What follows belongs to an exercise in optimizing a design on an open flow for small area and a short achievable clock period; a production flow would make more cautious choices.
At most, simulation tests tie the RTL to the original design; equivalence was not proved.
No activity file was given, so power comes from the tool's default toggle rates.

== run E ==
==> module alu, before the edit <==
module alu (input wire reset, sel, input wire [1:0] op, input wire [15:0] a, b, d,
	    output wire [15:0] w, output wire cout);
	wire inv, s_d, s_sum, nsand, s_or;
	wire [15:0] o;
	wire [15:0] ng, nt, p;            
	wire [7:0] g2, t2;                
	wire [3:0] ng4, nt4;              
	wire [1:0] g8, t8;                
	wire [15:0] c;                    
	aluctl ctl (.reset(reset), .sel(sel), .op(op), .inv(inv), .s_d(s_d), .s_sum(s_sum), .nsand(nsand), .s_or(s_or));
	genvar i;
	generate
		pgen0 pg0 (.a(a[0]), .b(b[0]), .inv(inv), .ng(ng[0]), .nt(nt[0]), .p(p[0]));
		for (i = 1; i < 16; i = i + 1) begin : bs
			pgen pg (.a(a[i]), .b(b[i]), .inv(inv), .ng(ng[i]), .nt(nt[i]), .p(p[i]));
		end
		for (i = 0; i < 8; i = i + 1) begin : l1
			gtn2p n (.ngh(ng[2*i+1]), .nth(nt[2*i+1]), .ngl(ng[2*i]), .ntl(nt[2*i]), .g(g2[i]), .t(t2[i]));
		end
		for (i = 0; i < 4; i = i + 1) begin : l2
			gtp2n n (.gh(g2[2*i+1]), .th(t2[2*i+1]), .gl(g2[2*i]), .tl(t2[2*i]), .ng(ng4[i]), .nt(nt4[i]));
		end
		for (i = 0; i < 2; i = i + 1) begin : l3
			gtn2p n (.ngh(ng4[2*i+1]), .nth(nt4[2*i+1]), .ngl(ng4[2*i]), .ntl(nt4[2*i]), .g(g8[i]), .t(t8[i]));
		end
	endgenerate
	wire g8c;
	gn2p l3c (.ngh(ng4[1]), .nth(nt4[1]), .ngl(ng4[0]), .g(g8c));
	gtp g16 (.g(g8[1]), .t(t8[1]), .c(g8c), .co(cout));
	assign c[0] = inv;
	ninv c1i (.a(ng[0]), .y(c[1]));
	assign c[2] = g2[0];
	gtn c3i (.ng(ng[2]), .nt(nt[2]), .c(c[2]), .co(c[3]));
	ninv c4i (.a(ng4[0]), .y(c[4]));
	gtn c5i (.ng(ng[4]), .nt(nt[4]), .c(c[4]), .co(c[5]));
	gtp c6i (.g(g2[2]), .t(t2[2]), .c(c[4]), .co(c[6]));
	gtn c7i (.ng(ng[6]), .nt(nt[6]), .c(c[6]), .co(c[7]));
	assign c[8] = g8[0];
	gtn c9i (.ng(ng[8]), .nt(nt[8]), .c(c[8]), .co(c[9]));
	gtp c10i (.g(g2[4]), .t(t2[4]), .c(c[8]), .co(c[10]));
	gtn c11i (.ng(ng[10]), .nt(nt[10]), .c(c[10]), .co(c[11]));
	gtn c12i (.ng(ng4[2]), .nt(nt4[2]), .c(c[8]), .co(c[12]));
	gtn c13i (.ng(ng[12]), .nt(nt[12]), .c(c[12]), .co(c[13]));
	gtp c14i (.g(g2[6]), .t(t2[6]), .c(c[12]), .co(c[14]));
	gtn c15i (.ng(ng[14]), .nt(nt[14]), .c(c[14]), .co(c[15]));
	generate
		for (i = 0; i < 16; i = i + 1) begin : ws
			or2m orr (.a(a[i]), .b(b[i]), .y(o[i]));
			wsel s (.s_d(s_d), .s_sum(s_sum), .nsand(nsand), .s_or(s_or), .d(d[i]), .p(p[i]), .ng(ng[i]), .o(o[i]), .c(c[i]), .w(w[i]));
		end
	endgenerate
endmodule
==> module aluctl, before the edit <==
module aluctl (input wire reset, sel, input wire [1:0] op, output wire inv, s_d, s_sum, nsand, s_or);
	assign inv = op[0];
	assign s_d = ~sel & ~reset;
	assign s_sum = sel & ~op[1] & ~reset;
	assign nsand = ~(sel & op[1] & ~op[0] & ~reset);
	assign s_or = sel & op[1] & op[0] & ~reset;
endmodule
==> module wsel, before the edit <==
module wsel (input wire s_d, s_sum, nsand, s_or, d, p, ng, o, c, output wire w);
	assign w = (s_d & d) | (s_sum & (p ^ c)) | (~nsand & ~ng) | (s_or & o);
endmodule
==> module or2m, before the edit <==
module or2m (input wire a, b, output wire y);
	assign y = a | b;
endmodule
==> module rd8, before the edit <==
module rd8 (input wire [7:0] s, q, output wire o);
	wire y0, y1;
	aoi222 u0 (.a0(s[0]), .b0(q[0]), .a1(s[1]), .b1(q[1]), .a2(s[2]), .b2(q[2]), .y(y0));
	aoi222 u1 (.a0(s[3]), .b0(q[3]), .a1(s[4]), .b1(q[4]), .a2(s[5]), .b2(q[5]), .y(y1));
	assign o = ~(y0 & y1 & ~((s[6] & q[6]) | (s[7] & q[7])));
endmodule
==> module aoi222, before the edit <==
module aoi222 (input wire a0, b0, a1, b1, a2, b2, output wire y);
	assign y = ~((a0 & b0) | (a1 & b1) | (a2 & b2));
endmodule
clock: 12.0 ns
lec_check: 0
abc_clock_period_in_ps: 5000
cap_margin: 20
core_margin: 2
core_utilization: 40
setup_slack_margin: 4.8
slew_margin: 20
synth_hierarchical: 1
buffer_ports_args: -buffer_cell sky130_fd_sc_hd__buf_1
cts_args: -sink_clustering_enable -repair_clock_nets -root_buf sky130_fd_sc_hd__clkbuf_16 -buf_list sky130_fd_sc_hd__clkbuf_4 -sink_clustering_buffer sky130_fd_sc_hd__clkbuf_4
standard.sh (not shown) runs the stock make flow with config.mk's settings and CLKGATE_MAP_FILE= SYNTH_SCRIPT=/design/flow/synth_recipe.tcl, a recipe that flattens the netlist after the stock synthesis.
==> flow/flow/run.sh <==
#!/bin/bash
# The standard layout with two changes:
#  - the port buffers placed at global placement use the smallest buffer
#    cell instead of the delay cell buffer_ports picks by default (every
#    input and output port still gets its own buffer; later repair steps
#    resize them as timing needs);
#  - clock tree synthesis uses a strong root buffer and small leaf buffers.
set -e
echo 'export BUFFER_PORTS_ARGS = -buffer_cell sky130_fd_sc_hd__buf_1' >> config.mk
echo 'export CTS_ARGS = -sink_clustering_enable -repair_clock_nets -root_buf sky130_fd_sc_hd__clkbuf_16 -buf_list sky130_fd_sc_hd__clkbuf_4 -sink_clustering_buffer sky130_fd_sc_hd__clkbuf_4' >> config.mk
bash standard.sh > standard.log 2>&1
Input-level comparison between run C and run E:
--- a/flow/design.v
+++ b/flow/design.v
@@ -1,6 +1,5 @@
 module alu (input wire reset, sel, input wire [1:0] op, input wire [15:0] a, b, d,
 	    output wire [15:0] w, output wire cout);
-	wire inv, s_d, s_sum, nsand, s_or;
-	wire [15:0] o;
+	wire inv, s_d, s_sum, nslg, s_or;
 	wire [15:0] ng, nt, p;            
 	wire [7:0] g2, t2;                
@@ -8,5 +7,5 @@
 	wire [1:0] g8, t8;                
 	wire [15:0] c;                    
-	aluctl ctl (.reset(reset), .sel(sel), .op(op), .inv(inv), .s_d(s_d), .s_sum(s_sum), .nsand(nsand), .s_or(s_or));
+	aluctl ctl (.reset(reset), .sel(sel), .op(op), .inv(inv), .s_d(s_d), .s_sum(s_sum), .nslg(nslg), .s_or(s_or));
 	genvar i;
 	generate
@@ -46,14 +45,13 @@
 	generate
 		for (i = 0; i < 16; i = i + 1) begin : ws
-			or2m orr (.a(a[i]), .b(b[i]), .y(o[i]));
-			wsel s (.s_d(s_d), .s_sum(s_sum), .nsand(nsand), .s_or(s_or), .d(d[i]), .p(p[i]), .ng(ng[i]), .o(o[i]), .c(c[i]), .w(w[i]));
+			wsel s (.s_d(s_d), .s_sum(s_sum), .nslg(nslg), .s_or(s_or), .d(d[i]), .p(p[i]), .ng(ng[i]), .c(c[i]), .w(w[i]));
 		end
 	endgenerate
 endmodule
-module aluctl (input wire reset, sel, input wire [1:0] op, output wire inv, s_d, s_sum, nsand, s_or);
-	assign inv = op[0];
+module aluctl (input wire reset, sel, input wire [1:0] op, output wire inv, s_d, s_sum, nslg, s_or);
+	assign inv = op[0] & ~op[1];
 	assign s_d = ~sel & ~reset;
 	assign s_sum = sel & ~op[1] & ~reset;
-	assign nsand = ~(sel & op[1] & ~op[0] & ~reset);
+	assign nslg = ~(sel & op[1] & ~reset);
 	assign s_or = sel & op[1] & op[0] & ~reset;
 endmodule
@@ -101,9 +99,6 @@
 	assign y = ~a;
 endmodule
-module wsel (input wire s_d, s_sum, nsand, s_or, d, p, ng, o, c, output wire w);
-	assign w = (s_d & d) | (s_sum & (p ^ c)) | (~nsand & ~ng) | (s_or & o);
-endmodule
-module or2m (input wire a, b, output wire y);
-	assign y = a | b;
+module wsel (input wire s_d, s_sum, nslg, s_or, d, p, ng, c, output wire w);
+	assign w = (s_d & d) | (s_sum & (p ^ c)) | (~nslg & ~ng) | (s_or & p);
 endmodule
 module wrdec (input wire reset, wr, input wire [2:0] addr, output wire [7:0] ld, nld);
@@ -128,11 +123,5 @@
 endmodule
 module rd8 (input wire [7:0] s, q, output wire o);
-	wire y0, y1;
-	aoi222 u0 (.a0(s[0]), .b0(q[0]), .a1(s[1]), .b1(q[1]), .a2(s[2]), .b2(q[2]), .y(y0));
-	aoi222 u1 (.a0(s[3]), .b0(q[3]), .a1(s[4]), .b1(q[4]), .a2(s[5]), .b2(q[5]), .y(y1));
-	assign o = ~(y0 & y1 & ~((s[6] & q[6]) | (s[7] & q[7])));
-endmodule
-module aoi222 (input wire a0, b0, a1, b1, a2, b2, output wire y);
-	assign y = ~((a0 & b0) | (a1 & b1) | (a2 & b2));
+	assign o = |(s & q);
 endmodule
 module reg_alu (input wire clk, reset, sel, wr, input wire [1:0] op, input wire [2:0] rd_addr_a,
[summary]
Summary — number of search-and-repair iterations in the first detailed-routing pass, run C relative to run E: lower, by 3.
Comparing run C and run E, proportion of cell area spent on the clock network is lower on run E.
Compared with run E, run C shows first-pass GRT wire length lower by about 1.8%.
Between run E and run C, the flow reports total design power decreasing by a few percent.
The run showing the smaller critical path depth is run C.
For run C, only the layout was checked, not whether the RTL still works.

Setup of old:
Another version of the RTL of reg_alu (not shown whole).
Size: ~64 I/O pins, roughly 0.0065 mm2 of cells after synthesis.
==> module alu, before the edit <==
module alu (input wire reset, sel, input wire [1:0] op, input wire [15:0] a, b, d,
	    output wire [15:0] w, output wire cout);
	wire inv, s_d, s_sum, s_lg, s_or;
	wire [15:0] ng, nt, p;            
	wire [7:0] g2, t2;                
	wire [3:0] ng4, nt4;              
	wire [1:0] g8, t8;                
	wire [15:0] c;                    
	aluctl ctl (.reset(reset), .sel(sel), .op(op), .inv(inv), .s_d(s_d), .s_sum(s_sum), .s_lg(s_lg), .s_or(s_or));
	genvar i;
	generate
		pgen0 pg0 (.a(a[0]), .b(b[0]), .inv(inv), .ng(ng[0]), .nt(nt[0]), .p(p[0]));
		for (i = 1; i < 16; i = i + 1) begin : bs
			pgen pg (.a(a[i]), .b(b[i]), .inv(inv), .ng(ng[i]), .nt(nt[i]), .p(p[i]));
		end
		for (i = 0; i < 8; i = i + 1) begin : l1
			gtn2p n (.ngh(ng[2*i+1]), .nth(nt[2*i+1]), .ngl(ng[2*i]), .ntl(nt[2*i]), .g(g2[i]), .t(t2[i]));
		end
		for (i = 0; i < 4; i = i + 1) begin : l2
			gtp2n n (.gh(g2[2*i+1]), .th(t2[2*i+1]), .gl(g2[2*i]), .tl(t2[2*i]), .ng(ng4[i]), .nt(nt4[i]));
		end
		for (i = 0; i < 2; i = i + 1) begin : l3
			gtn2p n (.ngh(ng4[2*i+1]), .nth(nt4[2*i+1]), .ngl(ng4[2*i]), .ntl(nt4[2*i]), .g(g8[i]), .t(t8[i]));
		end
	endgenerate
	gtp g16 (.g(g8[1]), .t(t8[1]), .c(g8[0]), .co(cout));
	assign c[0] = inv;
	ninv c1i (.a(ng[0]), .y(c[1]));
	assign c[2] = g2[0];
	gtn c3i (.ng(ng[2]), .nt(nt[2]), .c(c[2]), .co(c[3]));
	ninv c4i (.a(ng4[0]), .y(c[4]));
	gtn c5i (.ng(ng[4]), .nt(nt[4]), .c(c[4]), .co(c[5]));
	gtp c6i (.g(g2[2]), .t(t2[2]), .c(c[4]), .co(c[6]));
	gtn c7i (.ng(ng[6]), .nt(nt[6]), .c(c[6]), .co(c[7]));
	assign c[8] = g8[0];
	gtn c9i (.ng(ng[8]), .nt(nt[8]), .c(c[8]), .co(c[9]));
	gtp c10i (.g(g2[4]), .t(t2[4]), .c(c[8]), .co(c[10]));
	gtn c11i (.ng(ng[10]), .nt(nt[10]), .c(c[10]), .co(c[11]));
	gtn c12i (.ng(ng4[2]), .nt(nt4[2]), .c(c[8]), .co(c[12]));
	gtn c13i (.ng(ng[12]), .nt(nt[12]), .c(c[12]), .co(c[13]));
	gtp c14i (.g(g2[6]), .t(t2[6]), .c(c[12]), .co(c[14]));
	gtn c15i (.ng(ng[14]), .nt(nt[14]), .c(c[14]), .co(c[15]));
	generate
		for (i = 0; i < 16; i = i + 1) begin : ws
			wsel s (.s_d(s_d), .s_sum(s_sum), .s_lg(s_lg), .s_or(s_or), .d(d[i]), .p(p[i]), .ng(ng[i]), .c(c[i]), .w(w[i]));
		end
	endgenerate
endmodule
==> module aluctl, before the edit <==
module aluctl (input wire reset, sel, input wire [1:0] op, output wire inv, s_d, s_sum, s_lg, s_or);
	assign inv = op[0] & ~op[1];
	assign s_d = ~sel & ~reset;
	assign s_sum = sel & ~op[1] & ~reset;
	assign s_lg = sel & op[1] & ~reset;
	assign s_or = sel & op[1] & op[0] & ~reset;
endmodule
==> module wsel, before the edit <==
module wsel (input wire s_d, s_sum, s_lg, s_or, d, p, ng, c, output wire w);
	assign w = (s_d & d) | (s_sum & (p ^ c)) | (s_lg & ~ng) | (s_or & p);
endmodule
Settings: LEC_CHECK=0, ABC_CLOCK_PERIOD_IN_PS=5000, CAP_MARGIN=20, CORE_MARGIN=2, CORE_UTILIZATION=40, CTS_BUF_LIST=sky130_fd_sc_hd__clkbuf_8, SETUP_SLACK_MARGIN=4.5, SLEW_MARGIN=20, SYNTH_HIERARCHICAL=1, BUFFER_PORTS_ARGS=-buffer_cell sky130_fd_sc_hd__buf_1; clock period 12.0 ns.
==> flow/flow/run.sh <==
#!/bin/bash
set -e
echo 'export BUFFER_PORTS_ARGS = -buffer_cell sky130_fd_sc_hd__buf_1' >> config.mk
bash standard.sh > standard.log 2>&1
For new, these inputs were changed with respect to old:
diff --git a/flow/design.v b/flow/design.v
--- a/flow/design.v
+++ b/flow/design.v
@@ -1,13 +1,13 @@
 module alu (input wire reset, sel, input wire [1:0] op, input wire [15:0] a, b, d,
 	    output wire [15:0] w, output wire cout);
-	wire inv, s_d, s_sum, s_lg, s_or;
+	wire inv, s_d, s_sum, nslg, s_or;
 	wire [15:0] ng, nt, p;            
 	wire [7:0] g2, t2;                
 	wire [3:0] ng4, nt4;              
 	wire [1:0] g8, t8;                
 	wire [15:0] c;                    
-	aluctl ctl (.reset(reset), .sel(sel), .op(op), .inv(inv), .s_d(s_d), .s_sum(s_sum), .s_lg(s_lg), .s_or(s_or));
+	aluctl ctl (.reset(reset), .sel(sel), .op(op), .inv(inv), .s_d(s_d), .s_sum(s_sum), .nslg(nslg), .s_or(s_or));
 	genvar i;
 	generate
 		pgen0 pg0 (.a(a[0]), .b(b[0]), .inv(inv), .ng(ng[0]), .nt(nt[0]), .p(p[0]));
 		for (i = 1; i < 16; i = i + 1) begin : bs
@@ -22,9 +22,11 @@
 		for (i = 0; i < 2; i = i + 1) begin : l3
 			gtn2p n (.ngh(ng4[2*i+1]), .nth(nt4[2*i+1]), .ngl(ng4[2*i]), .ntl(nt4[2*i]), .g(g8[i]), .t(t8[i]));
 		end
 	endgenerate
-	gtp g16 (.g(g8[1]), .t(t8[1]), .c(g8[0]), .co(cout));
+	wire g8c;
+	gn2p l3c (.ngh(ng4[1]), .nth(nt4[1]), .ngl(ng4[0]), .g(g8c));
+	gtp g16 (.g(g8[1]), .t(t8[1]), .c(g8c), .co(cout));
 	assign c[0] = inv;
 	ninv c1i (.a(ng[0]), .y(c[1]));
 	assign c[2] = g2[0];
 	gtn c3i (.ng(ng[2]), .nt(nt[2]), .c(c[2]), .co(c[3]));
@@ -41,17 +43,17 @@
 	gtp c14i (.g(g2[6]), .t(t2[6]), .c(c[12]), .co(c[14]));
 	gtn c15i (.ng(ng[14]), .nt(nt[14]), .c(c[14]), .co(c[15]));
 	generate
 		for (i = 0; i < 16; i = i + 1) begin : ws
-			wsel s (.s_d(s_d), .s_sum(s_sum), .s_lg(s_lg), .s_or(s_or), .d(d[i]), .p(p[i]), .ng(ng[i]), .c(c[i]), .w(w[i]));
+			wsel s (.s_d(s_d), .s_sum(s_sum), .nslg(nslg), .s_or(s_or), .d(d[i]), .p(p[i]), .ng(ng[i]), .c(c[i]), .w(w[i]));
 		end
 	endgenerate
 endmodule
-module aluctl (input wire reset, sel, input wire [1:0] op, output wire inv, s_d, s_sum, s_lg, s_or);
+module aluctl (input wire reset, sel, input wire [1:0] op, output wire inv, s_d, s_sum, nslg, s_or);
 	assign inv = op[0] & ~op[1];
 	assign s_d = ~sel & ~reset;
 	assign s_sum = sel & ~op[1] & ~reset;
-	assign s_lg = sel & op[1] & ~reset;
+	assign nslg = ~(sel & op[1] & ~reset);
 	assign s_or = sel & op[1] & op[0] & ~reset;
 endmodule
 module pgen (input wire a, b, inv, output wire ng, nt, p);
 	wire bx;
@@ -84,8 +86,11 @@
 module gtn2p (input wire ngh, nth, ngl, ntl, output wire g, t);
 	assign g = ~(ngh & (nth | ngl));
 	assign t = ~(nth | ntl);
 endmodule
+module gn2p (input wire ngh, nth, ngl, output wire g);
+	assign g = ~(ngh & (nth | ngl));
+endmodule
 module gtp2n (input wire gh, th, gl, tl, output wire ng, nt);
 	assign ng = ~(gh | (th & gl));
 	assign nt = ~(th & tl);
 endmodule
@@ -97,10 +102,10 @@
 endmodule
 module ninv (input wire a, output wire y);
 	assign y = ~a;
 endmodule
-module wsel (input wire s_d, s_sum, s_lg, s_or, d, p, ng, c, output wire w);
-	assign w = (s_d & d) | (s_sum & (p ^ c)) | (s_lg & ~ng) | (s_or & p);
+module wsel (input wire s_d, s_sum, nslg, s_or, d, p, ng, c, output wire w);
+	assign w = (s_d & d) | (s_sum & (p ^ c)) | (~nslg & ~ng) | (s_or & p);
 endmodule
 module wrdec (input wire reset, wr, input wire [2:0] addr, output wire [7:0] ld, nld);
 	genvar i;
 	generate
[summary]
Re number of H-tree levels: no difference whatsoever between new and old. old → new: count of fill cells added during filler insertion rose by about 2.3%, met1 routing resource usage after global routing fell by 0.66 points, placed wire-length estimate fell by about 0.6%, detailed route wirelength on metal2 fell by 0.79%.
For old, only the layout was checked, not whether the RTL still works.

## what the ideal ports hide
In the flow no input, the clock included, has a driving cell. The finished layouts below were timed again as built, in two steps.
Step 1 (the two cells are an assumption about what drives the block):
set clk [get_ports {clk}]
set_driving_cell -lib_cell sky130_fd_sc_hd__clkbuf_16 $clk
set_driving_cell -lib_cell sky130_fd_sc_hd__buf_2 [delete_from_list [all_inputs] $clk]
Step 2 also shifts input and output timing later by t, the mid clock arrival at the registers, as if the neighbouring blocks saw the same clock.
Three values: ideal ports, drivers, drivers and shift; two values: the first two.
run | t (ns) | setup WS [ns] | hold WS [ns] | slew at the worst register clock pin (ns)
run E | 0.403 | 4.836 / 4.806 / 4.806 | 0.514 / 0.514 / 0.514 | 0.12 / 0.12
run C | 0.410 | 4.868 / 4.845 / 4.845 | 0.510 / 0.510 / 0.510 | 0.12 / 0.12
old | 0.488 | 4.706 / 4.670 / 4.670 | 0.503 / 0.503 / 0.503 | 0.08 / 0.08
new | 0.468 | 4.648 / 4.601 / 4.601 | 0.506 / 0.506 / 0.506 | 0.08 / 0.08
After both steps setup and hold are still met in every run listed. The setup slack of new, which loses most, moves by -0.047 ns with the drivers and by -0.047 ns with both steps.
